What follows belongs to an exercise in optimizing a design on an open flow for small area; a production flow would make more cautious choices.
In this exercise RTL edits were held to simulation tests only and were not proved equivalent to the original.
Power is estimated from default activity; no workload was simulated.

==> design/flow/design.v <==
module EggTimer(CLOCK_50, KEY, SW, HEX3, HEX2, HEX1, HEX0, LEDR);
	input CLOCK_50;
	input [2:0] KEY;
	input [7:0] SW;
	output [6:0] HEX3;
	output [6:0] HEX2;
	output [6:0] HEX1;
	output [6:0] HEX0;
	output [9:0] LEDR;
	wire clk = CLOCK_50;
	wire reset = ~KEY[0];
	wire set = ~KEY[1];
	wire startStop = ~KEY[2];
	reg [13:0] ca;
	reg ba;
	wire fa = ca[13] ^ (ca[5] & ca[8]);
	wire lastA = (ca[13] & ca[12] & ca[11] & ~ca[10] & ca[9] & ~ca[8] & ~ca[7] & ~ca[4] & ~ca[3] & ~ca[2] & ~ca[1] & ~ca[0]);   
	wire prevA = (~ca[13] & ~ca[12] & ~ca[11] & ~ca[10] & ca[9] & ~ca[8] & ca[7] & ca[6] & ca[3] & ca[2] & ca[1] & ca[0]);   
	wire step = lastA & ~ba;    
	wire pre = prevA & ~ba;     
	always @(posedge clk) begin
		ca <= (reset | lastA) ? 14'd0 : {~ca[12:0], fa};
		ba <= ~reset & (ba ^ lastA);
	end
	reg [13:0] cb;
	reg bb;
	wire fb = cb[13] ^ (cb[5] & cb[8]);
	wire lastB = (cb[13] & cb[10] & cb[9] & cb[8] & cb[7] & cb[5] & ~cb[4] & ~cb[3] & cb[2] & cb[1] & ~cb[0]);   
	always @(posedge clk) begin
		cb <= (reset | lastB) ? 14'd0 : {~cb[12:0], fb};
		bb <= ~reset & (bb ^ lastB);
	end
	reg [3:0] so, mo;
	reg [2:0] st, mt;
	wire zso = (so == 4'd0);
	wire zst = (st == 3'd0);
	wire zmo = (mo == 4'd0);
	wire zmt = (mt == 3'd0);
	wire flat = zso & zst & zmo & zmt;
	reg [2:0] state;
	localparam SS = 3'd0;
	localparam SM1 = 3'd1;
	localparam SM0 = 3'd3;
	localparam SM = 3'd7;
	localparam W = 3'd2;
	localparam R = 3'd4;
	localparam F = 3'd6;
	wire [2:0] nstate;
	assign nstate[0] = (state[0] & ~set) | (~state[0] & ~state[1] & ~state[2] & set);
	assign nstate[1] = (state[0]) | (state[1] & ~startStop) | (state[2] & startStop) | (state[2] & flat) | (~state[1] & ~state[2] & set & pre);
	assign nstate[2] = (state[0] & ~set & ~pre) | (~state[0] & state[1] & startStop) | (~state[0] & state[2] & ~startStop) | (state[0] & state[2] & ~set);
	wire shift = (~state[2]);
	wire holdsel = (state[0]);
	wire loadsel = (~state[1] & ~state[2]) | (state[0]);
	wire ldhisel = (state[0] & state[2]);
	wire decsel = (~state[1] & state[2]);
	wire ledsel = (~state[0] & state[1] & state[2]);
	always @(posedge clk) state <= reset ? SS : nstate;
	reg [3:0] cO; reg [2:0] cT;
	always @(*) begin
		case (SW[3:0])
			4'd0: cO = 4'd0;
			4'd1: cO = 4'd1;
			4'd2: cO = 4'd2;
			4'd3: cO = 4'd3;
			4'd4: cO = 4'd4;
			4'd5: cO = 4'd5;
			4'd6: cO = 4'd6;
			4'd7: cO = 4'd7;
			4'd8: cO = 4'd8;
			4'd9: cO = 4'd9;
			4'd10: cO = 4'd9;
			4'd11: cO = 4'd9;
			4'd12: cO = 4'd9;
			4'd13: cO = 4'd9;
			4'd14: cO = 4'd9;
			4'd15: cO = 4'd9;
		endcase
		case (SW[7:4])
			4'd0: cT = 3'd0;
			4'd1: cT = 3'd1;
			4'd2: cT = 3'd2;
			4'd3: cT = 3'd3;
			4'd4: cT = 3'd4;
			4'd5: cT = 3'd5;
			4'd6: cT = 3'd5;
			4'd7: cT = 3'd5;
			4'd8: cT = 3'd5;
			4'd9: cT = 3'd5;
			4'd10: cT = 3'd5;
			4'd11: cT = 3'd5;
			4'd12: cT = 3'd5;
			4'd13: cT = 3'd5;
			4'd14: cT = 3'd5;
			4'd15: cT = 3'd5;
		endcase
	end
	reg [6:0] lo, hi;
	wire [6:0] c = {cT, cO};
	wire hold = pre & holdsel;
	always @(posedge clk) begin
		if (shift) lo <= hi;
		if (!hold) hi <= c;
	end
	wire [3:0] dso;
	assign dso[0] = (~so[0]);
	assign dso[1] = (~so[0] & so[3]) | (so[0] & so[1]) | (~so[0] & ~so[1] & so[2]);
	assign dso[2] = (~so[0] & so[3]) | (so[0] & so[2]) | (so[1] & so[2]);
	assign dso[3] = (~so[0] & ~so[1] & ~so[2] & ~so[3]) | (so[0] & so[3]);
	wire [2:0] dst;
	assign dst[0] = (~st[0]);
	assign dst[1] = (st[0] & st[1]) | (~st[0] & st[2]);
	assign dst[2] = (~st[0] & ~st[1] & ~st[2]) | (st[0] & st[2]);
	wire [3:0] dmo;
	assign dmo[0] = (~mo[0]);
	assign dmo[1] = (~mo[0] & mo[3]) | (mo[0] & mo[1]) | (~mo[0] & ~mo[1] & mo[2]);
	assign dmo[2] = (~mo[0] & mo[3]) | (mo[0] & mo[2]) | (mo[1] & mo[2]);
	assign dmo[3] = (~mo[0] & ~mo[1] & ~mo[2] & ~mo[3]) | (mo[0] & mo[3]);
	wire [2:0] dmt;
	assign dmt[0] = (~mt[0]);
	assign dmt[1] = (mt[0] & mt[1]) | (~mt[0] & mt[2]);
	assign dmt[2] = (~mt[0] & ~mt[1] & ~mt[2]) | (mt[0] & mt[2]);
	wire load = step & loadsel;
	wire dec = step & decsel & ~flat;
	wire loadhi = step & ldhisel;   
	always @(posedge clk) begin
		if (reset) begin
			so <= 4'd0; st <= 3'd0; mo <= 4'd0; mt <= 3'd0;
		end else begin
			if (load) {st, so} <= lo;
			else if (dec) begin
				so <= dso;
				if (zso) st <= dst;
			end
			if (loadhi) {mt, mo} <= hi;
			else if (dec) begin
				if (zso & zst) mo <= dmo;
				if (zso & zst & zmo) mt <= dmt;
			end
		end
	end
	reg led;
	always @(posedge clk) led <= ledsel & bb;
	assign LEDR = {10{led}};
	assign HEX0[0] = (so[0] & ~so[1] & ~so[2] & ~so[3]) | (~so[0] & ~so[1] & so[2]);
	assign HEX0[1] = (so[0] & ~so[1] & so[2]) | (~so[0] & so[1] & so[2]);
	assign HEX0[2] = (~so[0] & so[1] & ~so[2]);
	assign HEX0[3] = (so[0] & ~so[1] & ~so[2]) | (~so[0] & ~so[1] & so[2]) | (so[0] & so[1] & so[2]);
	assign HEX0[4] = (so[0]) | (~so[1] & so[2]);
	assign HEX0[5] = (so[0] & ~so[2] & ~so[3]) | (so[1] & ~so[2]) | (so[0] & so[1]);
	assign HEX0[6] = (~so[1] & ~so[2] & ~so[3]) | (so[0] & so[1] & so[2]);
	assign HEX1[0] = (st[0] & ~st[1] & ~st[2]) | (~st[0] & st[2]);
	assign HEX1[1] = (st[0] & st[2]);
	assign HEX1[2] = (~st[0] & st[1]);
	assign HEX1[3] = (st[0] & ~st[1] & ~st[2]) | (~st[0] & st[2]);
	assign HEX1[4] = (st[0]) | (st[2]);
	assign HEX1[5] = (st[0] & ~st[2]) | (st[1]);
	assign HEX1[6] = (~st[1] & ~st[2]);
	assign HEX2[0] = (mo[0] & ~mo[1] & ~mo[2] & ~mo[3]) | (~mo[0] & ~mo[1] & mo[2]);
	assign HEX2[1] = (mo[0] & ~mo[1] & mo[2]) | (~mo[0] & mo[1] & mo[2]);
	assign HEX2[2] = (~mo[0] & mo[1] & ~mo[2]);
	assign HEX2[3] = (mo[0] & ~mo[1] & ~mo[2]) | (~mo[0] & ~mo[1] & mo[2]) | (mo[0] & mo[1] & mo[2]);
	assign HEX2[4] = (mo[0]) | (~mo[1] & mo[2]);
	assign HEX2[5] = (mo[0] & ~mo[2] & ~mo[3]) | (mo[1] & ~mo[2]) | (mo[0] & mo[1]);
	assign HEX2[6] = (~mo[1] & ~mo[2] & ~mo[3]) | (mo[0] & mo[1] & mo[2]);
	assign HEX3[0] = (mt[0] & ~mt[1] & ~mt[2]) | (~mt[0] & mt[2]);
	assign HEX3[1] = (mt[0] & mt[2]);
	assign HEX3[2] = (~mt[0] & mt[1]);
	assign HEX3[3] = (mt[0] & ~mt[1] & ~mt[2]) | (~mt[0] & mt[2]);
	assign HEX3[4] = (mt[0]) | (mt[2]);
	assign HEX3[5] = (mt[0] & ~mt[2]) | (mt[1]);
	assign HEX3[6] = (~mt[1] & ~mt[2]);
endmodule
==> design/flow/flow/run.sh <==
#!/bin/bash
# Own layout flow: the standard layout (standard.sh) with three changes:
#  - synthesis: the standard synthesis runs first (its netlist and log are
#    kept in std_synth/); then the same script runs again with an area-oriented
#    ABC script (flow/synth.tcl, flow/synth.abc), and its registers, which are
#    the same cells, get the standard synthesis's instance names;
#  - the port buffers use the smallest buffer cell;
#  - clock tree synthesis uses clkbuf_4 and inserts no dummy loads.
# Every tool's output goes to a log file in this folder (std_synth.log,
# standard_flow.log, and ORFS's per-step logs under orfs/logs/).
set -euo pipefail
W=$PWD
R=$W/orfs/results/$FLOW_PLATFORM/EggTimer/base
L=$W/orfs/logs/$FLOW_PLATFORM/EggTimer/base
bash standard.sh synth > std_synth.log 2>&1
mkdir -p std_synth
cp $R/1_2_yosys.v std_synth/netlist.v
cp $L/1_2_yosys.log std_synth/1_2_yosys.log
rm -f $R/1_2_yosys.v $R/1_2_yosys.sdc $R/1_synth.odb $R/1_synth.sdc
export OWN_FLOW_DIR=$W/flow
export OWN_STD_NETLIST=$W/std_synth/netlist.v
export OWN_ABC_SCRIPT=$W/flow/synth.abc
export BUFFER_PORTS_ARGS="-buffer_cell sky130_fd_sc_hd__buf_1"
export CTS_ARGS="-sink_clustering_enable -repair_clock_nets -dont_use_dummy_load -buf_list sky130_fd_sc_hd__clkbuf_4"
bash standard.sh SYNTH_SCRIPT=$W/flow/synth.tcl finish > standard_flow.log 2>&1
==> design/flow/flow/rename_regs.py <==
#!/usr/bin/env python3
"""Give each register of our netlist the instance name the standard synthesis
gave the register that drives the same net (registers are matched by their Q
net, and the cell type must match). An unrelated net or cell that already uses
such a name is renamed out of the way first. usage: rename_regs.py STD.v OWN.v"""
import re, sys

INST = re.compile(r'^\s*(sky130_fd_sc_hd__\w+)\s+(\\\S+|[A-Za-z_][\w$]*)\s*\(', re.M)

def regs(text):
    out = {}
    for m in INST.finditer(text):
        cell, name = m.group(1), m.group(2)
        if not re.search(r'__(s?e?df|sdf)', cell):
            continue
        body = text[m.end():text.index(';', m.end())]
        q = re.search(r'\.Q\(\s*(\\\S+|[\w$\[\]]+)\s*\)', body)
        if not q:
            sys.exit(f'register {name} has no Q connection')
        out[name] = (cell, q.group(1).strip())
    return out

def tok(name):
    if name.startswith('\\'):
        return re.compile(re.escape(name) + r'(?=\s)')
    return re.compile(r'(?<![\w$\\])' + re.escape(name) + r'(?![\w$])')

def sub(text, old, new):
    return tok(old).sub(lambda m: new, text)

std_text = open(sys.argv[1]).read()
text = open(sys.argv[2]).read()
std = {q: (name, cell) for name, (cell, q) in regs(std_text).items()}
own = regs(text)
if len(std) != len(own):
    sys.exit(f'register count differs: standard {len(std)}, own {len(own)}')
plan = []
for name, (cell, q) in own.items():
    if q not in std:
        sys.exit(f'no standard register drives {q}')
    sname, scell = std[q]
    if scell != cell:
        sys.exit(f'register on {q}: cell {cell}, standard {scell}')
    if sname != name:
        plan.append((name, sname))
for i, (name, _) in enumerate(plan):
    text = sub(text, name, f'my_tmp_reg_{i}')
n = 0
for _, sname in plan:
    if tok(sname).search(text):
        while tok(f'_own{n}_').search(text):
            n += 1
        text = sub(text, sname, f'_own{n}_' if not sname.startswith('\\') else f'\\own{n}_' )
        n += 1
for i, (_, sname) in enumerate(plan):
    text = sub(text, f'my_tmp_reg_{i}', sname + (' ' if sname.startswith('\\') else ''))
check = regs(text)
assert {q: (nm, c) for nm, (c, q) in check.items()} == std, 'renaming failed'
open(sys.argv[2], 'w').write(text)
print(f'renamed {len(plan)} registers')
==> design/flow/flow/synth.abc <==
strash
&get -n
&st
&deepsyn -T 20
&dch
&nf -R 1000 -p
&put
topo
==> design/flow/flow/synth.tcl <==
# The standard synthesis script (synth_recipe.tcl), with two changes: the
# ABC step maps the combinational logic with flow/synth.abc (area-oriented)
# instead of ORFS's speed script, and the registers, which ABC does not touch,
# get the instance names the standard synthesis gave them (flow/rename_regs.py,
# matching each register by the net it drives).
proc synth {args} { yosys synth -nofsm -noshare {*}$args }
proc abc {args} {
  set i [lsearch -exact $args -script]
  if { $i >= 0 } { lset args [expr {$i + 1}] $::env(OWN_ABC_SCRIPT) }
  yosys abc {*}$args
}
source $::env(SCRIPTS_DIR)/synth.tcl
# left out here: clear keep_hierarchy, flatten, clean up, hide names made inside functions, write 1_2_yosys.v
puts [exec python3 $::env(OWN_FLOW_DIR)/rename_regs.py $::env(OWN_STD_NETLIST) $::env(RESULTS_DIR)/1_2_yosys.v]
==> design/flow/standard.sh <==
#!/bin/bash
# synth_recipe.tcl (not shown) runs the flow's synth.tcl, then flattens the netlist and writes it again
# the make line also repeats each setting of config.mk as NAME=value (left out here)
make -C /OpenROAD-flow-scripts/flow DESIGN_CONFIG=/design/flow/config.mk WORK_HOME=/design/flow/orfs CLKGATE_MAP_FILE= SYNTH_SCRIPT=/design/flow/synth_recipe.tcl "${@:-finish}"
==> design/flow/config.mk <==
export PLATFORM = sky130hd
export DESIGN_NAME = EggTimer
export DESIGN_NICKNAME = EggTimer
export VERILOG_FILES = /design/flow/design.v
export SDC_FILE = /design/flow/constraint.sdc
export NUM_CORES = 4
export LEC_CHECK = 0
export CAP_MARGIN = 20
export CORE_MARGIN = 2
export CORE_UTILIZATION = 40
export SLEW_MARGIN = 20
==> design/flow/constraint.sdc <==
create_clock -name core_clock -period 20.0 [get_ports {CLOCK_50}]
set_input_delay 4.0000 -clock core_clock [delete_from_list [all_inputs] [get_ports {CLOCK_50}]]
set_output_delay 4.0000 -clock core_clock [all_outputs]
set_load 0.01 [all_outputs]
==> run summary, run 1 <==
final cell count without fillers=376; Cell variety after synth=35; CTS sink cnt=62; synthesized instance count=255; CTS buffer count=9; first-pass GRT wire length=6955 um; Die Width=~82 um; Initial Utilization=0.4134; setup TNS=0 ns; setup slack after layout=14.27 ns; hold_buf cts=0; reported net switching power=0.04756 mW; standard-cell rows=28; worst-skew pair later-pin latency=0.39 ns; Placement Setup Slack=14.43 ns; biggest cell delay along the critical path=around 0.38 ns; antenna violations before repair=0; switch share=0.2279; Rel. slew slack=0.6208; max-cap viol count=0; clock network power share=0.276; worst vdd rail ir drop=0.00003800 V; run status=timing/DRC/antenna clean; clock tree buffer depth=2; crit path launch type=register; total number of vias=1862; Top FF cell, synth=dfxtp_1; area of placed instances=roughly 0.0026 mm2; vias in the first global route=roughly 1500; layout cell share with drive strength beyond 1=0.02990; post-CTS setup buffers=0; Port Buffer Count=49; H-Tree Depth=3; die area=0.006760 mm2; Synth-to-Final Area Change=10.43%; gpl congestion=0.8296; die height=82.22 um; pin count of the biggest net entering global routing=17; CTS clk-pin slew, worst paths=0.11 ns; kind of critical path=reg -> out; routed vias/inst=4.952; crit path cell chain=nor2b_1 > nor2_1 > a21oi_1 > a21o_1 > nand2_1 > nand2_1 > buf_1; Crit. End Element=output port; pwr/cell area=77.24 mW/mm2; sequential share of power=0.677; net count after synthesis=268; Worst-Margin Slew=about 0.57 ns; fill count=600; Hold Path Class=reg -> reg; f_max=174.5 MHz; register area share after synthesis=0.5644; drt total wl=4475 um; final setup violation count=0; post-CTS sizing=0; Fin. Hold Viols=0; Clock Skews=0.03298 ns; placed cells=367; post-route cell area=0.002703 mm2; antenna-violating nets left=0; Max Slew Vio Count=0; Detailed Route Iter0 Violations=~80; slowest cell on the critical path=dfxtp_1; DRT Pass-1 Iters=4; YS warnings=1; Worst Path Max Fanout=5; total track usage=0.1413; Mean Syn Cell Area=9.597 um2; final critical-path required period=5.731 ns; RSZ-0062 raised after global routing=false; post-layout util=0.4565; io pins=50; CTS tree=done; Req. time, crit path=~16 ns; Syn Std Cell Area=0.002447 mm2; Worst Reg-to-Reg Cells=12; gr ovfl total=0; Async S/R FF share, synth=0; Worst path most repeated cell=nand2_1; root buffer cell=clkbuf_4; fin crit share=0.2866; WL/cell=between 10 and 15 um; EDFF count, synth=14; Seq cells post-synth=62; DP HPWL=approximately 3300 um; Leak=1.050 nW; nets=316; Data arrival, critical path=roughly 1.7 ns; worst hold stages=1; Logic pwr share=0.047; core box area=~0.0059 mm2; Ant. Diodes=0; DRC=0; Pint=about 0.16 mW
## worst max-delay path: cells and delay by family, from the launching register on
| family | cells | cell delay (ns) |
|---|---|---|
| buffers and inverters | 1 | 0.14 |
| AO/OA/AOI/OAI | 2 | 0.37 |
| AND/OR/NAND/NOR | 4 | 0.44 |
| flip-flops | 1 | 0.38 |
## routing by layer
| layer | global-route usage | routed length, um | vias to the layer above |
|---|---|---|---|
| met5 | 0 | 0 | - |
| met2 | 0.1935 | 1861 | 51 |
| met1 | 0.1939 | 2267 | 832 |
| met3 | 0.04565 | 233 | 11 |
| met4 | 0.08167 | 112 | 0 |
| li1 | - | - | 968 |
## layout by cell type (no fill, tap or decap), types with 2 or more instances in the layout
master	count
nand2b_1	8
mux2i_1	2
nand4b_1	2
clkbuf_4	9
dfxtp_1	48
nor2_1	43
nor3b_1	3
a21o_1	7
nand3_1	4
nand2_1	28
nor2b_1	14
clkinv_1	4
xor2_1	4
edfxtp_1	14
o21ai_0	19
mux2_1	2
a21oi_1	8
buf_1	49
nor3_1	8
and2_0	2
o31ai_1	2
or2_0	5
nand4_1	2
nor4b_1	2
## cell type report
cell class                 instances  area (um2)  area share
tap                               75       93.84     0.03472
timing repair buffer              49       183.9     0.06806
multi-input combinational        177       960.9      0.3556
clock buffer                       9       67.56     0.02500
inverter                           4       15.01    0.005556
sequential                        62        1381      0.5111
## state kept, by name, summed over array words and instances (netlist names), named ones only
register  count
mt            2
ba            1
so            4
hi            7
ca           14
led           1
cb           14
st            2
lo            7
bb            1
state         2
mo            4
## Yosys cell counts (all sizes together), types with 3 or more instances
cell type	count	area, um2
a21oi	8	40.04
nand3	4	20.02
clkinv	4	15.01
buf	12	90.09
edfxtp	14	420.4
o21ai	19	95.09
nor3b	3	22.52
a21o	7	52.55
dfxtp	48	960.9
nor2	43	161.4
nand2	28	105.1
nor2b	14	87.58
or2	5	31.28
xor2	4	35.03
nand2b	8	50.05
nor3	8	40.04
## worst paths after layout
kind,start,endpoint,slack (ns)
worst min register to register,cb[1],cb[2],0.38
worst min-delay path,cb[1],cb[2],0.38
worst max register to register,ca[4],mt[2],16.29
worst max-delay path,so[2],HEX0[5],14.27
## cells by family after synthesis
| logic type | Yosys count | synth area share |
|---|---|---|
| mux | 4 | 0.01738 |
| simple gates | 123 | 0.2418 |
| flops | 62 | 0.5644 |
| xor+xnor | 5 | 0.01789 |
| buf+inv | 16 | 0.04294 |
| fa+ha+maj | 1 | 0.005112 |
| compound gates | 44 | 0.1104 |
## power by group through the flow
| stage | logic (mW) | registers [mW] | clock network (mW) |
|---|---|---|---|
| global placement | 0.00985 | 0.144 | 0 |
| detailed placement | 0.0101 | 0.144 | 0 |
| CTS | 0.0101 | 0.141 | 0.0598 |
| global route | 0.0115 | 0.142 | 0.0642 |
| floorplan | 0.00721 | 0.142 | 0 |
| finish | 0.00990 | 0.141 | 0.0576 |
## per-stage QoR
step / hold WS [ns] / total power, mW
after floorplan: 0.3682 / 0.1496
after global placement: 0.3709 / 0.1540
after detailed placement: 0.3789 / 0.1542
after CTS: 0.3727 / 0.2112
after global routing: 0.3997 / 0.2180
final: 0.3753 / 0.2087
==> run 2: changes to the inputs <==
==> design/flow/flow/run.sh (replaced) <==
#!/bin/bash
# Own layout flow: the standard layout (standard.sh) with three changes:
#  - synthesis: the standard synthesis runs first (netlist and log kept in
#    std_synth/). Then the same script (flow/synth.tcl) runs once per ABC script
#    in flow/abc/ (area-oriented mappings of the logic between registers); each
#    run's netlist, log and area go to own_synth/NAME/, and the smallest netlist
#    is laid out. Registers are the standard synthesis's cells, and get its
#    instance names (flow/rename_regs.py matches them by the net they drive).
#  - the port buffers use the smallest buffer cell;
#  - clock tree synthesis uses clkbuf_4 and inserts no dummy loads.
# Every tool's output goes to a log file in this folder (std_synth.log,
# own_synth/*/make.log, standard_flow.log and ORFS's logs under orfs/logs/).
set -euo pipefail
W=$PWD
R=$W/orfs/results/$FLOW_PLATFORM/EggTimer/base
L=$W/orfs/logs/$FLOW_PLATFORM/EggTimer/base
P=$W/orfs/reports/$FLOW_PLATFORM/EggTimer/base
bash standard.sh synth > std_synth.log 2>&1
mkdir -p std_synth own_synth
cp $R/1_2_yosys.v std_synth/netlist.v
cp $L/1_2_yosys.log std_synth/1_2_yosys.log
export OWN_FLOW_DIR=$W/flow
export OWN_STD_NETLIST=$W/std_synth/netlist.v
best=""; best_area=""
for s in $W/flow/abc/*.abc; do
  n=$(basename $s .abc)
  mkdir -p own_synth/$n
  rm -f $R/1_2_yosys.v $R/1_2_yosys.sdc $R/1_synth.odb $R/1_synth.sdc $P/synth_stat.txt
  if OWN_ABC_SCRIPT=$s bash standard.sh SYNTH_SCRIPT=$W/flow/synth.tcl synth > own_synth/$n/make.log 2>&1; then
    cp $R/1_2_yosys.v $R/1_2_yosys.sdc own_synth/$n/
    cp $L/1_2_yosys.log own_synth/$n/
    a=$(grep -oE "Chip area for module .*: [0-9.]+" $P/synth_stat.txt | awk '{print $NF}')
    echo "$a" > own_synth/$n/area.txt
    echo "$n $a" >> own_synth/areas.txt
    if [[ -z "$best" ]] || awk "BEGIN{exit !($a < $best_area)}"; then best=$n; best_area=$a; fi
  else
    echo "$n failed" >> own_synth/areas.txt
  fi
done
[[ -n "$best" ]]
echo "best $best $best_area" >> own_synth/areas.txt
rm -f $R/1_synth.odb $R/1_synth.sdc
cp own_synth/$best/1_2_yosys.v own_synth/$best/1_2_yosys.sdc $R/
export OWN_ABC_SCRIPT=$W/flow/abc/$best.abc
export BUFFER_PORTS_ARGS="-buffer_cell sky130_fd_sc_hd__buf_1"
export CTS_ARGS="-sink_clustering_enable -repair_clock_nets -dont_use_dummy_load -buf_list sky130_fd_sc_hd__clkbuf_4"
bash standard.sh SYNTH_SCRIPT=$W/flow/synth.tcl finish > standard_flow.log 2>&1
==> design/flow/flow/abc/amap.abc (new file) <==
strash
dch
amap
topo
==> design/flow/flow/abc/deep0.abc (new file) <==
strash
&get -n
&st
&deepsyn -T 20 -S 0
&dch
&nf -R 1000 -p
&put
topo
==> design/flow/flow/abc/deep1.abc (new file) <==
strash
&get -n
&st
&deepsyn -T 20 -S 1
&dch
&nf -R 1000 -p
&put
topo
==> design/flow/flow/abc/deep2.abc (new file) <==
strash
&get -n
&st
&deepsyn -T 20 -S 2
&dch
&nf -R 1000 -p
&put
topo
==> design/flow/flow/abc/deep3.abc (new file) <==
strash
&get -n
&st
&deepsyn -T 20 -S 3
&dch
&nf -R 1000 -p
&put
topo
==> design/flow/flow/abc/nf2.abc (new file) <==
strash
&get -n
&st
&syn2
&dch -f
&nf -R 1000
&st
&syn2
&dch -f
&nf -R 1000
&put
topo
removed: design/flow/flow/synth.abc
==> run 2 against run 1 <==
  * Count of clock-buffer cells in the layout unchanged
  * Critical path type unchanged
  * Core utilization fell by 0.17 points
  * Design area down 0.37%
  * Highest routed layer unchanged
==> run summary, run 2 <==
CTS clk-pin slew, worst paths=0.09 ns (-0.02 ns); Worst Reg-to-Reg Cells=11 (-1); Synth-to-Final Area Change=10.47% (about the same); synthesized instance count=257 (+0.78%); flop-to-flop setup slack=16.49 ns (+0.20 ns); antenna violations before repair=0 (unchanged); CTS tree=done; WL/cell=11.88 um (-0.22%); Clock Skews=0.01808 ns (-0.01489 ns); Data arrival, critical path=1.70 ns (-0.03 ns); Port Buffer Count=49 (unchanged); crit path launch type=register; pin count of the biggest net entering global routing=15 (-2); overall power=0.2073 mW (-0.70%); gr ovfl total=0 (unchanged); Hold Path Class=reg -> reg; final critical-path required period=5.703 ns (-0.02800 ns); placed cells=369 (+0.54%); nets=318 (+0.63%); Worst-Margin Slew=0.7466 ns (+0.1778 ns); layout cell share with drive strength beyond 1=0.02970 (-0.0001974); Syn Std Cell Area=0.002437 mm2 (-0.41%); post-CTS setup buffers=0 (unchanged); root buffer cell=clkbuf_4; Storage cell area=0.001381 mm2 (unchanged); RSZ-0062 raised after global routing=false; post-CTS sizing=0 (unchanged); gpl congestion=0.7512 (-9.5%); Max Slew Vio Count=0 (unchanged); Crit. End Element=output port; most common cell after layout, fill and taps aside=buf_1; core box area=0.005921 mm2 (unchanged); die height=82.06 um (-0.19%); pwr/cell area=76.98 mW/mm2 (-0.33%); hold path start=cb[11]; fill count=631 (+5.2%); multi-input logic area=932.1 um2 (-3.0%); Fin. Hold Viols=0 (unchanged); CTS sink cnt=62 (unchanged); DP HPWL=3216 um (-2.6%); Detailed Route Iter0 Violations=87 (+7.4%); worst hold stages=1 (unchanged); max-cap viol count=0 (unchanged); routed vias/inst=4.921 (-0.64%); worst vdd rail ir drop=0.00003023 V (-20%); kind of critical path=reg -> out; YS warnings=1 (unchanged); total number of vias=1860 (-0.11%); standard-cell rows=28 (unchanged); area of placed instances=0.002625 mm2 (-0.38%); final setup violation count=0 (unchanged); vias in the first global route=1511 (-1.2%); DRT Pass-1 Iters=5 (+1); antenna-violating nets left=0 (unchanged); first-pass GRT wire length=7210 um (+3.7%); f_max=175.3 MHz (+0.49%); fin crit share=0.2852 (-0.001400); R2R Path End=mt[0]; Leak=1.037 nW (-1.2%); worst-skew pair later-pin latency=0.40 ns (about the same); net count after synthesis=270 (+0.75%); final cell count without fillers=378 (+0.53%); die area=0.006734 mm2 (-0.39%); Die Width=82.06 um (-0.19%); hold_buf cts=0 (unchanged); Mean Syn Cell Area=9.484 um2 (-1.2%); drt total wl=4489 um (+0.31%); run status=timing/DRC/antenna clean; CTS buffer count=9 (unchanged); hold path endpoint=cb[12]; Rel. slew slack=0.4980 (-0.1228); io pins=50 (unchanged); Initial Utilization=0.4117 (-0.001691); setup TNS=0 ns (unchanged); reg2reg start=ca[4]; Ant. Diodes=0 (unchanged); H-Tree Depth=3 (unchanged); DRC=0 (unchanged); clock tree buffer depth=2 (unchanged); Worst Path Max Fanout=5 (unchanged); post-route cell area=0.002693 mm2 (-0.37%); Largest regs=ca x14, cb x14; Req. time, crit path=16.00 ns (about the same); total track usage=0.1482 (+0.006861); most frequent cells in the layout=buf_1, dfxtp_1, nor2_1, nand2_1, o21ai_0
==> run 2: per-layer routing <==
metal	routed length, um	up-vias	part of all wire	GRT usage
li1	-	965	-	-
met3	277	9	0.062	0.04945
met5	0	-	0	0
met4	107	0	0.024	0.09000
met2	1829	59	0.41	0.1943
met1	2274	827	0.51	0.2075
==> run 2: worst max path at each step <==
stage,cells after the start,to,startpoint
final,8,HEX0[5],so[2]
after global routing,8,HEX0[5],so[2]
after CTS,8,HEX0[5],so[2]
after detailed placement,6,register,KEY[0]
after global placement,6,register,KEY[0]
after floorplan,7,HEX0[5],so[2]
==> run 2: critical path, stage by stage (launching register included) <==
cell,delay [ns]
dfxtp_1,0.37
nor2b_1,0.21
nor2_1,0.09
a21oi_1,0.22
nand2_1,0.08
nand2_1,0.08
nand2_1,0.05
nand2_1,0.07
buf_1,0.14
==> run 2: power by group <==
part | internal, mW | switching [mW] | total [mW]
combinational | 0.00390 | 0.00497 | 0.00887
sequential | 0.135 | 0.00428 | 0.139
clock | 0.0209 | 0.0382 | 0.0591
==> run 2: cell type report <==
cell class,count,share of cell area
clock buffer,9,0.02509
multi-input combinational,174,0.3462
timing repair buffer,49,0.06831
sequential,62,0.5130
tap,75,0.03485
inverter,9,0.01255
==> run 2: stage by stage <==
step	util	setup slack [ns]	hold slack, ns
finish	0.4548	14.30	0.3866
global route	0.4548	14.08	0.4076
CTS	0.4548	14.27	0.3912
detailed placement	0.4434	14.13	0.3783
global placement	0.4434	14.19	0.3711
floorplan	-	14.73	0.3682
==> run 3: changes to the inputs <==
--- a/design/flow/design.v
+++ b/design/flow/design.v
@@ -78,23 +78,41 @@
 		endcase
 		case (SW[7:4])
 			4'd0: cT = 3'd0;
-			4'd1: cT = 3'd1;
-			4'd2: cT = 3'd2;
-			4'd3: cT = 3'd3;
-			4'd4: cT = 3'd4;
-			4'd5: cT = 3'd5;
-			4'd6: cT = 3'd5;
-			4'd7: cT = 3'd5;
-			4'd8: cT = 3'd5;
-			4'd9: cT = 3'd5;
-			4'd10: cT = 3'd5;
-			4'd11: cT = 3'd5;
-			4'd12: cT = 3'd5;
-			4'd13: cT = 3'd5;
-			4'd14: cT = 3'd5;
-			4'd15: cT = 3'd5;
+			4'd1: cT = 3'd7;
+			4'd2: cT = 3'd4;
+			4'd3: cT = 3'd6;
+			4'd4: cT = 3'd3;
+			4'd5: cT = 3'd2;
+			4'd6: cT = 3'd2;
+			4'd7: cT = 3'd2;
+			4'd8: cT = 3'd2;
+			4'd9: cT = 3'd2;
+			4'd10: cT = 3'd2;
+			4'd11: cT = 3'd2;
+			4'd12: cT = 3'd2;
+			4'd13: cT = 3'd2;
+			4'd14: cT = 3'd2;
+			4'd15: cT = 3'd2;
 		endcase
 	end
+	wire [3:0] dso;
+	assign dso[0] = (~so[0]);
+	assign dso[1] = (~so[0] & so[3]) | (so[0] & so[1]) | (~so[0] & ~so[1] & so[2]);
+	assign dso[2] = (~so[0] & so[3]) | (so[0] & so[2]) | (so[1] & so[2]);
+	assign dso[3] = (~so[0] & ~so[1] & ~so[2] & ~so[3]) | (so[0] & so[3]);
+	wire [2:0] dst;
+	assign dst[0] = (~st[0] & st[1] & ~st[2]) | (~st[1] & st[2]);
+	assign dst[1] = (~st[2]) | (~st[1]);
+	assign dst[2] = (st[0] & ~st[2]) | (~st[0] & st[2]);
+	wire [3:0] dmo;
+	assign dmo[0] = (~mo[0]);
+	assign dmo[1] = (~mo[0] & mo[3]) | (mo[0] & mo[1]) | (~mo[0] & ~mo[1] & mo[2]);
+	assign dmo[2] = (~mo[0] & mo[3]) | (mo[0] & mo[2]) | (mo[1] & mo[2]);
+	assign dmo[3] = (~mo[0] & ~mo[1] & ~mo[2] & ~mo[3]) | (mo[0] & mo[3]);
+	wire [2:0] dmt;
+	assign dmt[0] = (~mt[0] & mt[1] & ~mt[2]) | (~mt[1] & mt[2]);
+	assign dmt[1] = (~mt[2]) | (~mt[1]);
+	assign dmt[2] = (mt[0] & ~mt[2]) | (~mt[0] & mt[2]);
 	reg [6:0] lo, hi;
 	wire [6:0] c = {cT, cO};
 	wire hold = pre & holdsel;
@@ -102,24 +120,6 @@
 		if (shift) lo <= hi;
 		if (!hold) hi <= c;
 	end
-	wire [3:0] dso;
-	assign dso[0] = (~so[0]);
-	assign dso[1] = (~so[0] & so[3]) | (so[0] & so[1]) | (~so[0] & ~so[1] & so[2]);
-	assign dso[2] = (~so[0] & so[3]) | (so[0] & so[2]) | (so[1] & so[2]);
-	assign dso[3] = (~so[0] & ~so[1] & ~so[2] & ~so[3]) | (so[0] & so[3]);
-	wire [2:0] dst;
-	assign dst[0] = (~st[0]);
-	assign dst[1] = (st[0] & st[1]) | (~st[0] & st[2]);
-	assign dst[2] = (~st[0] & ~st[1] & ~st[2]) | (st[0] & st[2]);
-	wire [3:0] dmo;
-	assign dmo[0] = (~mo[0]);
-	assign dmo[1] = (~mo[0] & mo[3]) | (mo[0] & mo[1]) | (~mo[0] & ~mo[1] & mo[2]);
-	assign dmo[2] = (~mo[0] & mo[3]) | (mo[0] & mo[2]) | (mo[1] & mo[2]);
-	assign dmo[3] = (~mo[0] & ~mo[1] & ~mo[2] & ~mo[3]) | (mo[0] & mo[3]);
-	wire [2:0] dmt;
-	assign dmt[0] = (~mt[0]);
-	assign dmt[1] = (mt[0] & mt[1]) | (~mt[0] & mt[2]);
-	assign dmt[2] = (~mt[0] & ~mt[1] & ~mt[2]) | (mt[0] & mt[2]);
 	wire load = step & loadsel;
 	wire dec = step & decsel & ~flat;
 	wire loadhi = step & ldhisel;   
@@ -149,13 +149,13 @@
 	assign HEX0[4] = (so[0]) | (~so[1] & so[2]);
 	assign HEX0[5] = (so[0] & ~so[2] & ~so[3]) | (so[1] & ~so[2]) | (so[0] & so[1]);
 	assign HEX0[6] = (~so[1] & ~so[2] & ~so[3]) | (so[0] & so[1] & so[2]);
-	assign HEX1[0] = (st[0] & ~st[1] & ~st[2]) | (~st[0] & st[2]);
-	assign HEX1[1] = (st[0] & st[2]);
-	assign HEX1[2] = (~st[0] & st[1]);
-	assign HEX1[3] = (st[0] & ~st[1] & ~st[2]) | (~st[0] & st[2]);
-	assign HEX1[4] = (st[0]) | (st[2]);
-	assign HEX1[5] = (st[0] & ~st[2]) | (st[1]);
-	assign HEX1[6] = (~st[1] & ~st[2]);
+	assign HEX1[0] = (st[0]);
+	assign HEX1[1] = (~st[0] & st[1] & ~st[2]);
+	assign HEX1[2] = (~st[1] & st[2]);
+	assign HEX1[3] = (st[0]);
+	assign HEX1[4] = (st[1]);
+	assign HEX1[5] = (st[2]);
+	assign HEX1[6] = (~st[1] & ~st[2]) | (st[0] & st[2]);
 	assign HEX2[0] = (mo[0] & ~mo[1] & ~mo[2] & ~mo[3]) | (~mo[0] & ~mo[1] & mo[2]);
 	assign HEX2[1] = (mo[0] & ~mo[1] & mo[2]) | (~mo[0] & mo[1] & mo[2]);
 	assign HEX2[2] = (~mo[0] & mo[1] & ~mo[2]);
@@ -163,11 +163,11 @@
 	assign HEX2[4] = (mo[0]) | (~mo[1] & mo[2]);
 	assign HEX2[5] = (mo[0] & ~mo[2] & ~mo[3]) | (mo[1] & ~mo[2]) | (mo[0] & mo[1]);
 	assign HEX2[6] = (~mo[1] & ~mo[2] & ~mo[3]) | (mo[0] & mo[1] & mo[2]);
-	assign HEX3[0] = (mt[0] & ~mt[1] & ~mt[2]) | (~mt[0] & mt[2]);
-	assign HEX3[1] = (mt[0] & mt[2]);
-	assign HEX3[2] = (~mt[0] & mt[1]);
-	assign HEX3[3] = (mt[0] & ~mt[1] & ~mt[2]) | (~mt[0] & mt[2]);
-	assign HEX3[4] = (mt[0]) | (mt[2]);
-	assign HEX3[5] = (mt[0] & ~mt[2]) | (mt[1]);
-	assign HEX3[6] = (~mt[1] & ~mt[2]);
+	assign HEX3[0] = (mt[0]);
+	assign HEX3[1] = (~mt[0] & mt[1] & ~mt[2]);
+	assign HEX3[2] = (~mt[1] & mt[2]);
+	assign HEX3[3] = (mt[0]);
+	assign HEX3[4] = (mt[1]);
+	assign HEX3[5] = (mt[2]);
+	assign HEX3[6] = (~mt[1] & ~mt[2]) | (mt[0] & mt[2]);
 endmodule
removed: design/flow/flow/abc/amap.abc
removed: design/flow/flow/abc/deep0.abc
removed: design/flow/flow/abc/deep1.abc
removed: design/flow/flow/abc/deep2.abc
removed: design/flow/flow/abc/deep3.abc
==> run 3 against run 2 <==
  * Sequential share of layout area is 1.9 points lower
  * Area after synthesis is 3.9% higher
  * Critical endpoint is now HEX0[0]
  * Via count is 11% higher
  * Core utilization is 0.89 points higher
  * Critical path type unchanged
  * Power is 0.70% lower
  * Still clean
==> run summary, run 3 <==
H-Tree Depth=3 (unchanged); post-CTS sizing=0 (unchanged); drt total wl=4792 um (+6.7%); Cell variety after synth=36; WL met2=2132 um (+17%); Data arrival, critical path=1.47 ns (-0.23 ns); gpl congestion=0.8704 (+16%); die height=83.55 um (+1.8%); Synth-to-Final Area Change=10.38% (about the same); Async S/R FF share, synth=0; Worst Path Max Fanout=12 (+7); Clock Skews=0.04132 ns (+0.02324 ns); cell taking the most area after synthesis=dfxtp_1; Max Slew Vio Count=0 (unchanged); worst-skew pair later-pin latency=0.39 ns (about the same); fill count=636 (+0.79%); root buffer cell=clkbuf_4; Ant. Diodes=0 (unchanged); synth top area cells=dfxtp_1, edfxtp_1, nor2_1; Storage cell area=0.001381 mm2 (unchanged); Top FF cell, synth=dfxtp_1; Largest regs=ca x14, cb x14; final setup violation count=0 (unchanged); top-count cell post-synth=dfxtp_1; Yosys top cell area share=0.3796; DRC=0 (unchanged); layout cell share with drive strength beyond 1=0.03115 (+0.001450); gr ovfl total=0 (unchanged); antenna violations before repair=0 (unchanged); Hold Path Class=reg -> reg; max-cap viol count=0 (unchanged); WL/cell=12.10 um (+1.9%); Worst-Margin Slew=0.8623 ns (+0.1157 ns); CTS buffer count=9 (unchanged); routed vias/inst=5.210 (+5.9%); post-route met1 wirelength=2394 um (+5.3%); pin count of the biggest net entering global routing=22 (+7); YS warnings=1 (unchanged); Initial Utilization=0.4201 (+0.008393); Rel. slew slack=0.4251 (-0.07291); CTS tree=done; net count after synthesis=287 (+6.3%); DRT Pass-1 Iters=4 (-1); run status=timing/DRC/antenna clean; die area=0.006981 mm2 (+3.7%); Seq cells post-synth=62; Req. time, crit path=16.00 ns (about the same); antenna-violating nets left=0 (unchanged); Port Buffer Count=49 (unchanged); Crit. End Element=output port; total number of vias=2063 (+11%); synthesized instance count=274 (+6.6%); io pins=50 (unchanged); worst vdd rail ir drop=0.00004920 V (+63%); area of placed instances=0.002726 mm2 (+3.9%); register area share after synthesis=0.5457; post-CTS setup buffers=0 (unchanged); RSZ-0062 raised after global routing=false; reg2reg start=ca[10]; multi-input logic area=0.001022 mm2 (+9.7%); standard-cell rows=28 (unchanged); Die Width=83.55 um (+1.8%); Commonest cells post-synth=dfxtp_1, nor2_1, nand2_1, o21ai_0; vias in the first global route=1760 (+16%); setup TNS=0 ns (unchanged); total track usage=0.1428 (-0.005397); post-route cell area=0.002794 mm2 (+3.8%); Worst Setup SP=so[0]; EDFF count, synth=14; fin crit share=0.2735 (-0.01170); kind of critical path=reg -> out; hold path start=cb[12]; crit path launch type=register; Leak=1.031 nW (-0.65%); f_max=182.8 MHz (+4.3%); CTS clk-pin slew, worst paths=0.11 ns (+0.02 ns); most common cell after layout, fill and taps aside=buf_1; post-layout util=0.4637 (+0.008887); most frequent cells in the layout=buf_1, dfxtp_1, nor2_1, nand2_1, o21ai_0; clock tree buffer depth=2 (unchanged); DP HPWL=3448 um (+7.2%); first-pass GRT wire length=7997 um (+11%); Detailed Route Iter0 Violations=114 (+31%); core box area=0.006026 mm2 (+1.8%); pwr/cell area=73.67 mW/mm2 (-4.3%); final critical-path required period=5.469 ns (-0.2340 ns); nets=336 (+5.7%); top layer in use=met4; hold_buf cts=0 (unchanged); wire length on met3=184 um (-34%); CTS sink cnt=62 (unchanged); Fin. Hold Viols=0 (unchanged); Syn Std Cell Area=0.002531 mm2 (+3.9%); Mean Syn Cell Area=9.238 um2 (-2.6%)
run 3: logic make-up (layout without fill, tap and decap cells):
group           count (synthesis)  count (layout)  share of synthesized area
mux                             2               2                   0.007909
xor+xnor                        6               6                    0.02077
simple gates                  116             116                     0.2165
fa+ha+maj                       1               1                   0.004942
flops                          62              62                     0.5457
buf+inv                        22              69                    0.05042
compound gates                 65              65                     0.1537
run 3: final timing paths:
kind	endpoint	depth (start not counted)	slack, ns
max	HEX0[0]	3	14.53
min	cb[13]	1	0.39
max reg2reg	mo[2]	13	17.20
min reg2reg	cb[13]	1	0.39
run 3: cell type report:
type,instances,area share
inverter,10,0.01343
tap,75,0.03359
sequential,62,0.4944
multi-input combinational,190,0.3659
timing repair buffer,50,0.06852
clock buffer,9,0.02418
run 3: stage by stage:
step / power [mW] / worst slack (ns) / hold WS, ns / std cells
after floorplan: 0.1470 / 15.07 / 0.3682 / 274
after global placement: 0.1510 / 14.68 / 0.3710 / 387
after detailed placement: 0.1514 / 14.62 / 0.3790 / 387
after CTS: 0.2084 / 14.50 / 0.3963 / 396
after global routing: 0.2165 / 14.35 / 0.4091 / 396
final: 0.2058 / 14.53 / 0.3907 / 396
run 3: layer usage:
| layer | up-vias | global-route usage |
|---|---|---|
| met5 | - | 0 |
| met4 | 0 | 0.06745 |
| met3 | 8 | 0.03956 |
| met2 | 44 | 0.2097 |
| met1 | 953 | 0.1943 |
| li1 | 1058 | - |
run 3: power breakdown:
group | switching (mW) | internal [mW] | leakage (nW) | total (mW)
sequential | 0.00442 | 0.135 | 0.545 | 0.140
combinational | 0.00521 | 0.00368 | 0.444 | 0.00889
clock | 0.0365 | 0.0209 | 0.0414 | 0.0574
total | 0.0462 | 0.160 | 1.03 | 0.206
run 3: critical path, stage by stage (launching register included):
cell and delay [ns]:
dfxtp_1 0.54, nand2b_1 0.13, o32ai_1 0.24, buf_1 0.18
==> run 4: changes to the inputs <==
--- a/design/flow/flow/run.sh
+++ b/design/flow/flow/run.sh
@@ -43,5 +43,5 @@
 cp own_synth/$best/1_2_yosys.v own_synth/$best/1_2_yosys.sdc $R/
 export OWN_ABC_SCRIPT=$W/flow/abc/$best.abc
 export BUFFER_PORTS_ARGS="-buffer_cell sky130_fd_sc_hd__buf_1"
-export CTS_ARGS="-sink_clustering_enable -repair_clock_nets -dont_use_dummy_load -buf_list sky130_fd_sc_hd__clkbuf_4"
+export CTS_ARGS="-sink_clustering_enable -repair_clock_nets -dont_use_dummy_load -buf_list sky130_fd_sc_hd__clkbuf_8"
 bash standard.sh SYNTH_SCRIPT=$W/flow/synth.tcl finish > standard_flow.log 2>&1
==> run 4 against run 3 <==
  * Clock power is 37% higher
  * First-iteration DRC count grew 0.88%
  * Sequential power hardly changed
  * Hold slack worse by 0.0059 ns
  * Wire length is 0.19% higher
  * Core utilization increased by 0.93 points
  * Non-clock buffer count unchanged
  * Power increased by 10%
  * Still clean on timing, DRC and antenna
==> run summary, run 4 <==
pwr/cell area=79.66 mW/mm2 (+8.1%); nets=336 (unchanged); layout cell share with drive strength beyond 1=0.03115 (unchanged); Syn Std Cell Area=0.002531 mm2 (unchanged); Seq cells post-synth=62 (unchanged); Clock Skews=0.02356 ns (-0.01776 ns); fill count=624 (-1.9%); antenna violations before repair=0 (unchanged); most common cell after layout, fill and taps aside=buf_1; final setup violation count=0 (unchanged); top-count cell post-synth=dfxtp_1; CTS sink cnt=62 (unchanged); Leak=1.054 nW (+2.3%); YS warnings=1 (unchanged); Hold Path Class=reg -> reg; crit path cell chain=clkinv_1 > nand2_1 > nand3_1 > o21ai_0 > buf_1; Initial Utilization=0.4201 (unchanged); overall power=0.2270 mW (+10%); RSZ-0062 raised after global routing=false; WP buf/inv=2 (+1); most frequent cells in the layout=buf_1, dfxtp_1, nor2_1, nand2_1, o21ai_0; Commonest cells post-synth=dfxtp_1, nor2_1, nand2_1, o21ai_0; final critical-path required period=5.411 ns (-0.05860 ns); Ant. Diodes=0 (unchanged); DRC=0 (unchanged); die area=0.006981 mm2 (unchanged); CTS tree=done; Synth-to-Final Area Change=12.60%; first-pass GRT wire length=7969 um (-0.35%); Die Width=83.55 um (unchanged); Mean Syn Cell Area=9.238 um2 (unchanged); CTS clk-pin slew, worst paths=0.07 ns (-0.04 ns); area of placed instances=0.002726 mm2 (unchanged); setup slack after layout=14.59 ns (+0.05860 ns); Placement Setup Slack=14.62 ns (unchanged); pin count of the biggest net entering global routing=22 (unchanged); Top FF cell, synth=dfxtp_1; Req. time, crit path=16.00 ns (about the same); DRT Pass-1 Iters=4 (unchanged); root buffer cell=clkbuf_8; Worst-Margin Slew=0.8282 ns (-0.03415 ns); Fin. Hold Viols=0 (unchanged); Worst Path Max Fanout=7 (-5); fin crit share=0.2705 (-0.002930); worst-skew pair later-pin latency=0.33 ns (-0.06 ns); die height=83.55 um (unchanged); vias in the first global route=1777 (+0.97%); post-CTS setup buffers=0 (unchanged); Async S/R FF share, synth=0 (unchanged); register area share after synthesis=0.5457 (unchanged); clock tree buffer depth=2 (unchanged); Max Slew Vio Count=0 (unchanged); drt total wl=4801 um (+0.19%); Yosys top cell area share=0.3796 (unchanged); Port Buffer Count=49 (unchanged); cell taking the most area after synthesis=dfxtp_1; post-route cell area=0.002850 mm2 (+2.0%); kind of critical path=reg -> out; Cell variety after synth=36 (unchanged); H-Tree Depth=3 (unchanged); Data arrival, critical path=1.41 ns (-0.06 ns); total number of vias=2074 (+0.53%); post-CTS sizing=0 (unchanged); post-layout util=0.4730 (+0.009344); DP HPWL=3448 um (unchanged); crit path launch type=register; max-cap viol count=0 (unchanged); io pins=50 (unchanged); run status=timing/DRC/antenna clean; CP top delay family=flip-flops; synthesized instance count=274 (unchanged); Rel. slew slack=0.4479 (+0.02277); biggest cell delay along the critical path=0.42 ns (-0.12 ns); hold_buf cts=0 (unchanged); Detailed Route Iter0 Violations=115 (+0.88%); gr ovfl total=0 (unchanged); WL/cell=12.12 um (+0.19%); f_max=184.8 MHz (+1.1%); net count after synthesis=287 (unchanged); gpl congestion=0.8704 (unchanged); EDFF count, synth=14 (unchanged); CTS buffer count=9 (unchanged); core box area=0.006026 mm2 (unchanged); Crit. End Element=output port; synth top area cells=dfxtp_1, edfxtp_1, nor2_1; total track usage=0.1409 (-0.001873); routed vias/inst=5.237 (+0.53%); worst vdd rail ir drop=0.00005735 V (+17%); Largest regs=ca x14, cb x14; slowest cell on the critical path=dfxtp_1; antenna-violating nets left=0 (unchanged); setup TNS=0 ns (unchanged); standard-cell rows=28 (unchanged)
run 4: cell counts after synthesis:
No cell type changed its count.
run 4: layout make-up:
cell class                 instances  area [um2]  area share
clock buffer                       9       123.9     0.04346
timing repair buffer              50       191.4     0.06716
inverter                          10       37.54     0.01317
sequential                        62        1381      0.4846
tap                               75       93.84     0.03292
multi-input combinational        190        1022      0.3586
run 4: worst register-to-register path, cell delays in order, from the launching register on:
cell	delay [ns]
dfxtp_1	0.31
nor3b_1	0.27
and4b_1	0.22
and4_1	0.21
ha_1	0.21
nand2_1	0.07
nor2_1	0.12
and2_0	0.20
nor4b_1	0.27
o41ai_1	0.18
and2_0	0.25
a31oi_1	0.17
o21ai_0	0.10
a21boi_0	0.16
run 4: kinds of logic after synthesis:
logic type      synth area share
simple gates              0.2165
compound gates            0.1537
flops                     0.5457
buf+inv                  0.05042
xor+xnor                 0.02077
mux                     0.007909
fa+ha+maj               0.004942
run 4: final timing paths:
check          from      end  slack [ns]  depth (start not counted)
max           mo[1]  HEX2[3]       14.59                          5
min          cb[12]   cb[13]        0.38                          1
max reg2reg  ca[10]    mo[2]       17.19                         13
min reg2reg  cb[12]   cb[13]        0.38                          1
run 4: through the flow:
step,std cells,hold slack [ns]
2_1_floorplan,274,0.3682
3_3_place_gp,387,0.3710
3_5_place_dp,387,0.3790
4_1_cts,396,0.3900
5_1_grt,396,0.4025
6_report,396,0.3849
run 4: power breakdown:
group	leakage, nW	switching, mW	internal [mW]	total (mW)
combinational	0.444	0.00515	0.00368	0.00883
clock	0.0647	0.0385	0.0399	0.0784
sequential	0.545	0.00443	0.135	0.140
run 4: layer usage:
| metal | part of all wire | global-route usage | vias to the layer above |
|---|---|---|---|
| met5 | 0 | 0 | - |
| met2 | 0.45 | 0.2111 | 54 |
| met4 | 0.013 | 0.06305 | 0 |
| met1 | 0.50 | 0.1931 | 955 |
| met3 | 0.042 | 0.03363 | 9 |
| li1 | - | - | 1056 |
==> run 5: changes to the inputs <==
--- a/design/flow/flow/run.sh
+++ b/design/flow/flow/run.sh
@@ -43,5 +43,5 @@
 cp own_synth/$best/1_2_yosys.v own_synth/$best/1_2_yosys.sdc $R/
 export OWN_ABC_SCRIPT=$W/flow/abc/$best.abc
 export BUFFER_PORTS_ARGS="-buffer_cell sky130_fd_sc_hd__buf_1"
-export CTS_ARGS="-sink_clustering_enable -repair_clock_nets -dont_use_dummy_load -buf_list sky130_fd_sc_hd__clkbuf_8"
+export CTS_ARGS="-sink_clustering_enable -repair_clock_nets -dont_use_dummy_load -buf_list sky130_fd_sc_hd__clkbuf_4"
 bash standard.sh SYNTH_SCRIPT=$W/flow/synth.tcl finish > standard_flow.log 2>&1
==> design/flow/flow/abc/amap.abc (new file) <==
strash
dch
amap
topo
==> design/flow/flow/abc/deep0.abc (new file) <==
strash
&get -n
&st
&deepsyn -T 20 -S 0
&dch
&nf -R 1000 -p
&put
topo
==> design/flow/flow/abc/deep1.abc (new file) <==
strash
&get -n
&st
&deepsyn -T 20 -S 1
&dch
&nf -R 1000 -p
&put
topo
==> design/flow/flow/abc/deep2.abc (new file) <==
strash
&get -n
&st
&deepsyn -T 20 -S 2
&dch
&nf -R 1000 -p
&put
topo
==> design/flow/flow/abc/deep3.abc (new file) <==
strash
&get -n
&st
&deepsyn -T 20 -S 3
&dch
&nf -R 1000 -p
&put
topo
==> run 5 against run 4 <==
  * Power is 8.8% lower
  * Count of clock-buffer cells in the layout unchanged
  * Setup slack got worse by 0.35 ns
  * Cell count down 2.8%
  * Fmax decreased by 6.1%
  * Via count decreased by 8.8%
  * Design area is 6.0% lower
  * Wire length fell by 4.1%
  * Hold slack improved by 0.0044 ns
  * Global-route usage increased by 0.76 points
  * Core utilization down 1.8 points
  * Sequential power about the same
==> run summary, run 5 <==
post-route cell area=0.002679 mm2 (-6.0%); die height=81.84 um (-2.0%); synthesized instance count=264 (-3.6%); setup slack after layout=14.24 ns (-0.3509 ns); CTS buffer count=9 (unchanged); Die Width=81.84 um (-2.0%); CTS clk-pin slew, worst paths=0.10 ns (+0.03 ns); crit path cell chain=nor2b_1 > nor2_1 > a21oi_1 > nand2_1 > nand2_1 > nand2_1 > nand2_1 > buf_1; pwr/cell area=77.33 mW/mm2 (-2.9%); Clock Skews=0.02455 ns (+0.0009903 ns); Detailed Route Iter0 Violations=111 (-3.5%); io pins=50 (unchanged); clock tree buffer depth=2 (unchanged); placed cells=376 (-2.8%); DP HPWL=3330 um (-3.4%); final critical-path required period=5.761 ns (+0.3509 ns); gr ovfl total=0 (unchanged); routed vias/inst=4.912 (-6.2%); standard-cell rows=28 (unchanged); pin count of the biggest net entering global routing=14 (-36%); total track usage=0.1485 (+0.007641); post-CTS setup buffers=0 (unchanged); Crit. End Element=output port; run status=timing/DRC/antenna clean; core box area=0.005886 mm2 (-2.3%); Hold Slack=0.3893 ns (+0.004446 ns); Port Buffer Count=49 (unchanged); slowest cell on the critical path=dfxtp_1; Req. time, crit path=16.00 ns (about the same); CP top delay family=simple AND/OR/NAND/NOR gates; antenna-violating nets left=0 (unchanged); layout cell share with drive strength beyond 1=0.02903 (-0.002120); drt total wl=4606 um (-4.1%); Ant. Diodes=0 (unchanged); total number of vias=1891 (-8.8%); max-cap viol count=0 (unchanged); f_max=173.6 MHz (-6.1%); Data arrival, critical path=1.76 ns (+0.35 ns); WL/cell=11.96 um (-1.3%); Syn Std Cell Area=0.002424 mm2 (-4.3%); Hold Path Class=reg -> reg; CTS sink cnt=62 (unchanged); setup TNS=0 ns (unchanged); gpl congestion=0.7377 (-15%); Worst path most repeated cell=nand2_1; Worst-Margin Slew=0.7687 ns (-0.05953 ns); H-Tree Depth=3 (unchanged); DRC=0 (unchanged); root buffer cell=clkbuf_4; fin crit share=0.2881 (+0.01754); Placement Setup Slack=14.09 ns (-0.5278 ns); CTS tree=done; first-pass GRT wire length=7410 um (-7.0%); RSZ-0062 raised after global routing=false; Largest regs=ca x14, cb x14; YS warnings=1 (unchanged); Max Slew Vio Count=0 (unchanged); Mean Syn Cell Area=9.180 um2 (-0.62%); Leak=1.009 nW (-4.3%); worst-skew pair later-pin latency=0.40 ns (+0.07 ns); WP buf/inv=1 (-1); net count after synthesis=277 (-3.5%); antenna violations before repair=0 (unchanged); kind of critical path=reg -> out; area of placed instances=0.002611 mm2 (-4.2%); die area=0.006698 mm2 (-4.1%); Fin. Hold Viols=0 (unchanged); Synth-to-Final Area Change=10.53%; vias in the first global route=1667 (-6.2%); final cell count without fillers=385 (-2.8%); post-CTS sizing=0 (unchanged); crit path launch type=register; Rel. slew slack=0.4832 (+0.03530); DRT Pass-1 Iters=4 (unchanged); Worst Path Max Fanout=5 (-2); most frequent cells in the layout=nor2_1, buf_1, dfxtp_1, nand2_1, o21ai_0; fill count=623 (-0.16%); biggest cell delay along the critical path=0.38 ns (-0.04 ns); final setup violation count=0 (unchanged); Initial Utilization=0.4118 (-0.008281); hold_buf cts=0 (unchanged); nets=325 (-3.3%); worst vdd rail ir drop=0.00003609 V (-37%)
## run 5: where the power goes
| group | total [mW] | switching [mW] | internal (mW) |
|---|---|---|---|
| Sequential | 0.140 | 0.00464 | 0.135 |
| Clock | 0.0582 | 0.0373 | 0.0209 |
| Combinational | 0.00903 | 0.00535 | 0.00368 |
## run 5: routing by layer
| layer | vias up | part of all wire | track usage |
|---|---|---|---|
| met5 | - | 0 | 0 |
| met4 | 0 | 0.025 | 0.08000 |
| met3 | 8 | 0.039 | 0.03626 |
| met2 | 43 | 0.44 | 0.2301 |
| met1 | 852 | 0.49 | 0.1907 |
| li1 | 988 | - | - |
## run 5: layout make-up
class / instances / area (um2) / share of cell area
flip-flops and latches: 62 / 1381 / 0.5156
multi-input cells: 184 / 929.6 / 0.3470
repair buffers: 49 / 183.9 / 0.06866
well taps: 75 / 93.84 / 0.03503
clock buffers: 9 / 67.56 / 0.02522
inverters: 6 / 22.52 / 0.008407
## run 5: path summary, 6_finish.rpt
path	depth (start not counted)	slack, ns	endpoint	startpoint
worst max-delay path	8	14.24	HEX0[5]	so[2]
worst min-delay path	1	0.39	cb[12]	cb[11]
worst max register to register	13	16.81	mt[2]	ca[3]
worst min register to register	1	0.39	cb[12]	cb[11]
## run 5: through the flow
stage / utilization / power (mW)
6_report: 0.4551 / 0.2072
3_3_place_gp: 0.4437 / 0.1515
4_1_cts: 0.4551 / 0.2101
5_1_grt: 0.4551 / 0.2170
2_1_floorplan: - / 0.1476
3_5_place_dp: 0.4437 / 0.1521
==> run 6: changes to the inputs <==
==> design/flow/flow/run.sh (replaced) <==
#!/bin/bash
# Own layout flow: the standard layout (standard.sh) with three changes:
#  - synthesis: the standard synthesis runs first (netlist and log kept in
#    std_synth/). Then the same script (flow/synth.tcl) runs once per ABC script
#    in flow/abc/ (area-oriented mappings of the logic between registers), four
#    at a time, each in its own ORFS work folder own_synth/NAME/orfs (logs there
#    and in own_synth/NAME/make.log); the smallest netlist is laid out.
#    Registers are the standard synthesis's cells, and get its instance names
#    (flow/rename_regs.py matches them by the net they drive).
#  - the port buffers use the smallest buffer cell;
#  - clock tree synthesis uses clkbuf_4 and inserts no dummy loads.
# Every tool's output goes to a log file in this folder (std_synth.log,
# own_synth/*/make.log, standard_flow.log and ORFS's logs under orfs/logs/).
set -euo pipefail
W=$PWD
SUB=$FLOW_PLATFORM/EggTimer/base
R=$W/orfs/results/$SUB
L=$W/orfs/logs/$SUB
bash standard.sh synth > std_synth.log 2>&1
mkdir -p std_synth own_synth
cp $R/1_2_yosys.v std_synth/netlist.v
cp $L/1_2_yosys.log std_synth/1_2_yosys.log
export OWN_FLOW_DIR=$W/flow
export OWN_STD_NETLIST=$W/std_synth/netlist.v
one() {
  local s=$1 n; n=$(basename $s .abc)
  mkdir -p $W/own_synth/$n
  if OWN_ABC_SCRIPT=$s bash $W/standard.sh WORK_HOME=$W/own_synth/$n/orfs SYNTH_SCRIPT=$W/flow/synth.tcl synth > $W/own_synth/$n/make.log 2>&1; then
    grep -oE "Chip area for module .*: [0-9.]+" $W/own_synth/$n/orfs/reports/$SUB/synth_stat.txt | awk '{print $NF}' > $W/own_synth/$n/area.txt
  fi
}
i=0
for s in $W/flow/abc/*.abc; do
  one $s &
  i=$((i + 1))
  if (( i % 4 == 0 )); then wait; fi
done
wait
best=""; best_area=""
for s in $W/flow/abc/*.abc; do
  n=$(basename $s .abc)
  if [[ -s own_synth/$n/area.txt ]]; then
    a=$(cat own_synth/$n/area.txt)
    echo "$n $a" >> own_synth/areas.txt
    if [[ -z "$best" ]] || awk "BEGIN{exit !($a < $best_area)}"; then best=$n; best_area=$a; fi
  else
    echo "$n failed" >> own_synth/areas.txt
  fi
done
[[ -n "$best" ]]
echo "best $best $best_area" >> own_synth/areas.txt
rm -f $R/1_synth.odb $R/1_synth.sdc $R/1_2_yosys.v $R/1_2_yosys.sdc
cp own_synth/$best/orfs/results/$SUB/1_2_yosys.v own_synth/$best/orfs/results/$SUB/1_2_yosys.sdc $R/
export OWN_ABC_SCRIPT=$W/flow/abc/$best.abc
export BUFFER_PORTS_ARGS="-buffer_cell sky130_fd_sc_hd__buf_1"
export CTS_ARGS="-sink_clustering_enable -repair_clock_nets -dont_use_dummy_load -buf_list sky130_fd_sc_hd__clkbuf_4"
bash standard.sh SYNTH_SCRIPT=$W/flow/synth.tcl finish > standard_flow.log 2>&1
==> design/flow/flow/abc/deep4.abc (new file) <==
strash
&get -n
&st
&deepsyn -T 20 -S 4
&dch
&nf -R 1000 -p
&put
topo
==> design/flow/flow/abc/deep5.abc (new file) <==
strash
&get -n
&st
&deepsyn -T 20 -S 5
&dch
&nf -R 1000 -p
&put
topo
==> design/flow/flow/abc/deep6.abc (new file) <==
strash
&get -n
&st
&deepsyn -T 20 -S 6
&dch
&nf -R 1000 -p
&put
topo
==> design/flow/flow/abc/deep7.abc (new file) <==
strash
&get -n
&st
&deepsyn -T 20 -S 7
&dch
&nf -R 1000 -p
&put
topo
==> design/flow/flow/abc/deepa1.abc (new file) <==
strash
&get -n
&st
&deepsyn -T 20 -S 1
&dch -f
&nf -R 1000 -p -F 8 -A 8 -a
&put
topo
==> design/flow/flow/abc/deepa2.abc (new file) <==
strash
&get -n
&st
&deepsyn -T 20 -S 2
&dch -f
&nf -R 1000 -p -F 8 -A 8 -a
&put
topo
removed: design/flow/flow/abc/amap.abc
==> run 6 against run 5 <==
  * Still clean on timing, DRC and antenna
  * Fmax is 0.56% higher
  * Area after synthesis is 0.46% higher
  * Flip-flop and latch count stayed put
  * Combinational power hardly changed
  * Critical path depth is 2 lower
  * Critical endpoint is now HEX2[1]
  * Largest cell class unchanged
  * Largest power group unchanged
==> run summary, run 6 <==
Ant. Diodes=0 (unchanged); crit path cell chain=nand2b_1 > o21ai_0 > o21ai_0 > clkinv_1 > nor2_1 > buf_1; f_max=174.5 MHz (+0.56%); Largest regs=ca x14, cb x14; Syn Std Cell Area=0.002435 mm2 (+0.46%); post-CTS setup buffers=0 (unchanged); Detailed Route Iter0 Violations=108 (-2.7%); Data arrival, critical path=1.73 ns (-0.03 ns); worst hold stages=1 (unchanged); vias in the first global route=1623 (-2.6%); setup TNS=0 ns (unchanged); hold path endpoint=cb[7]; YS warnings=1 (unchanged); antenna violations before repair=0 (unchanged); Worst path most repeated cell=o21ai_0; Max Slew Vio Count=0 (unchanged); Die Width=82.02 um (+0.22%); post-layout util=0.4571 (+0.001913); crit path launch type=register; worst-skew pair later-pin latency=0.40 ns (about the same); Worst Path Max Fanout=8 (+3); total number of vias=1856 (-1.9%); first-pass GRT wire length=7527 um (+1.6%); gr ovfl total=0 (unchanged); gpl congestion=0.7845 (+6.3%); post-CTS sizing=0 (unchanged); CP top delay family=flip-flops; drt total wl=4472 um (-2.9%); reg2reg start=ca[4]; Req. time, crit path=16.00 ns (about the same); WP buf/inv=2 (+1); Hold Slack=0.3485 ns (-0.04086 ns); standard-cell rows=28 (unchanged); max-cap viol count=0 (unchanged); setup slack after layout=14.27 ns (+0.03190 ns); most frequent cells in the layout=buf_1, dfxtp_1, nor2_1, nand2_1, o21ai_0; Mean Syn Cell Area=9.474 um2 (+3.2%); WL/cell=11.83 um (-1.1%); antenna-violating nets left=0 (unchanged); pwr/cell area=76.96 mW/mm2 (-0.49%); Worst Reg-to-Reg Cells=11 (-2); CTS tree=done; flop-to-flop setup slack=16.40 ns (-0.41 ns); kind of critical path=reg -> out; run status=timing/DRC/antenna clean; H-Tree Depth=3 (unchanged); die height=82.02 um (+0.22%); root buffer cell=clkbuf_4; overall power=0.2070 mW (about the same); fin crit share=0.2865 (-0.001595); hold_buf cts=0 (unchanged); most common cell after layout, fill and taps aside=buf_1; nets=318 (-2.2%); Crit. End Element=output port; total track usage=0.1483 (-0.0002069); Port Buffer Count=49 (unchanged); R2R Path End=mt[2]; DRC=0 (unchanged); biggest cell delay along the critical path=0.46 ns (+0.08 ns); final setup violation count=0 (unchanged); Clock Skews=0.03614 ns (+0.01159 ns); DP HPWL=3242 um (-2.6%); Synth-to-Final Area Change=10.48% (about the same); CTS buffer count=9 (unchanged); slowest cell on the critical path=dfxtp_1; Worst-Margin Slew=0.6132 ns (-0.1555 ns); Fin. Hold Viols=0 (unchanged); routed vias/inst=4.910 (about the same); core box area=0.005886 mm2 (unchanged); RSZ-0062 raised after global routing=false; Initial Utilization=0.4137 (+0.001913); CTS clk-pin slew, worst paths=0.12 ns (+0.02 ns); hold path start=cb[6]; pin count of the biggest net entering global routing=17 (+3); final critical-path required period=5.730 ns (-0.03190 ns); Leak=1.027 nW (+1.8%); DRT Pass-1 Iters=4 (unchanged); Hold Path Class=reg -> reg; worst vdd rail ir drop=0.00002993 V (-17%); Rel. slew slack=0.5880 (+0.1049); synthesized instance count=257 (-2.7%); net count after synthesis=270 (-2.5%); WP depth=6 (-2); layout cell share with drive strength beyond 1=0.02970 (+0.0006707); clock tree buffer depth=2 (unchanged); Placement Setup Slack=14.49 ns (+0.3992 ns); die area=0.006727 mm2 (+0.44%); CTS sink cnt=62 (unchanged); io pins=50 (unchanged)
## run 6: layout make-up
class	count	area, um2
Sequential cell	62	1381
Clock buffer	9	67.56
Fill cell	594	3196
Multi-Input combinational cell	174	929.6
Inverter	9	33.78
Tap cell	75	93.84
Timing Repair Buffer	49	183.9
## run 6: worst max path at each step
stage          slack [ns]      end    from
3_3_place_gp        14.48    mo[2]  KEY[0]
2_1_floorplan       14.83  HEX2[1]   mo[0]
3_5_place_dp        14.49    mo[2]  KEY[0]
5_1_grt             14.12  HEX2[1]   mo[0]
4_1_cts             14.25  HEX2[1]   mo[0]
6_report            14.27  HEX2[1]   mo[0]
## run 6: metrics by stage
stage / area (um2) / instances
4_1_cts: 2690 / 378
2_1_floorplan: 2435 / 257
6_report: 2690 / 378
3_5_place_dp: 2623 / 369
3_3_place_gp: 2623 / 369
5_1_grt: 2690 / 378
## run 6: where the power goes
part | internal (mW) | total, mW | switching (mW)
clock | 0.0209 | 0.0575 | 0.0366
sequential | 0.136 | 0.140 | 0.00497
combinational | 0.00380 | 0.00900 | 0.00520
## run 6: worst reg2reg max path, delay by kind of cell (launching register included)
family,cells,cell delay (ns)
simple gates,8,2.66
flops,1,0.31
fa+ha+maj,1,0.28
xor+xnor,1,0.15
compound gates,1,0.14
## run 6: per-layer routing
metal | vias up | GRT usage | wire length, um
li1 | 976 | - | -
met1 | 828 | 0.2023 | 2229
met2 | 43 | 0.2154 | 1978
met3 | 9 | 0.03297 | 178
met4 | 0 | 0.08500 | 85
met5 | - | 0 | 0

==> separate check: timing with driven ports <==
How much do the figures lean on ideal ports? The routed layouts below were timed once more, with nothing changed but the port constraints.
Step 1, drivers: a clkbuf_16 drives CLOCK_50 and a buf_2 each remaining input, both assumed.
Step 2 also shifts input and output timing later by t, the mid clock arrival at the registers, as if the neighbouring blocks saw the same clock.
a / b / c = ideal ports / drivers / drivers and shift; a / b = the first two.
run | t, ns | setup slack, ns
run 1 | 0.407 | 14.269 / 14.243 / 14.388
run 2 | 0.416 | 14.297 / 14.269 / 14.134
run 3 | 0.398 | 14.531 / 14.506 / 14.625
run 4 | 0.345 | 14.590 / 14.563 / 14.644
run 5 | 0.408 | 14.239 / 14.215 / 14.100
run 6 | 0.401 | 14.271 / 14.247 / 14.478
After both steps setup and hold are still met in every run listed.
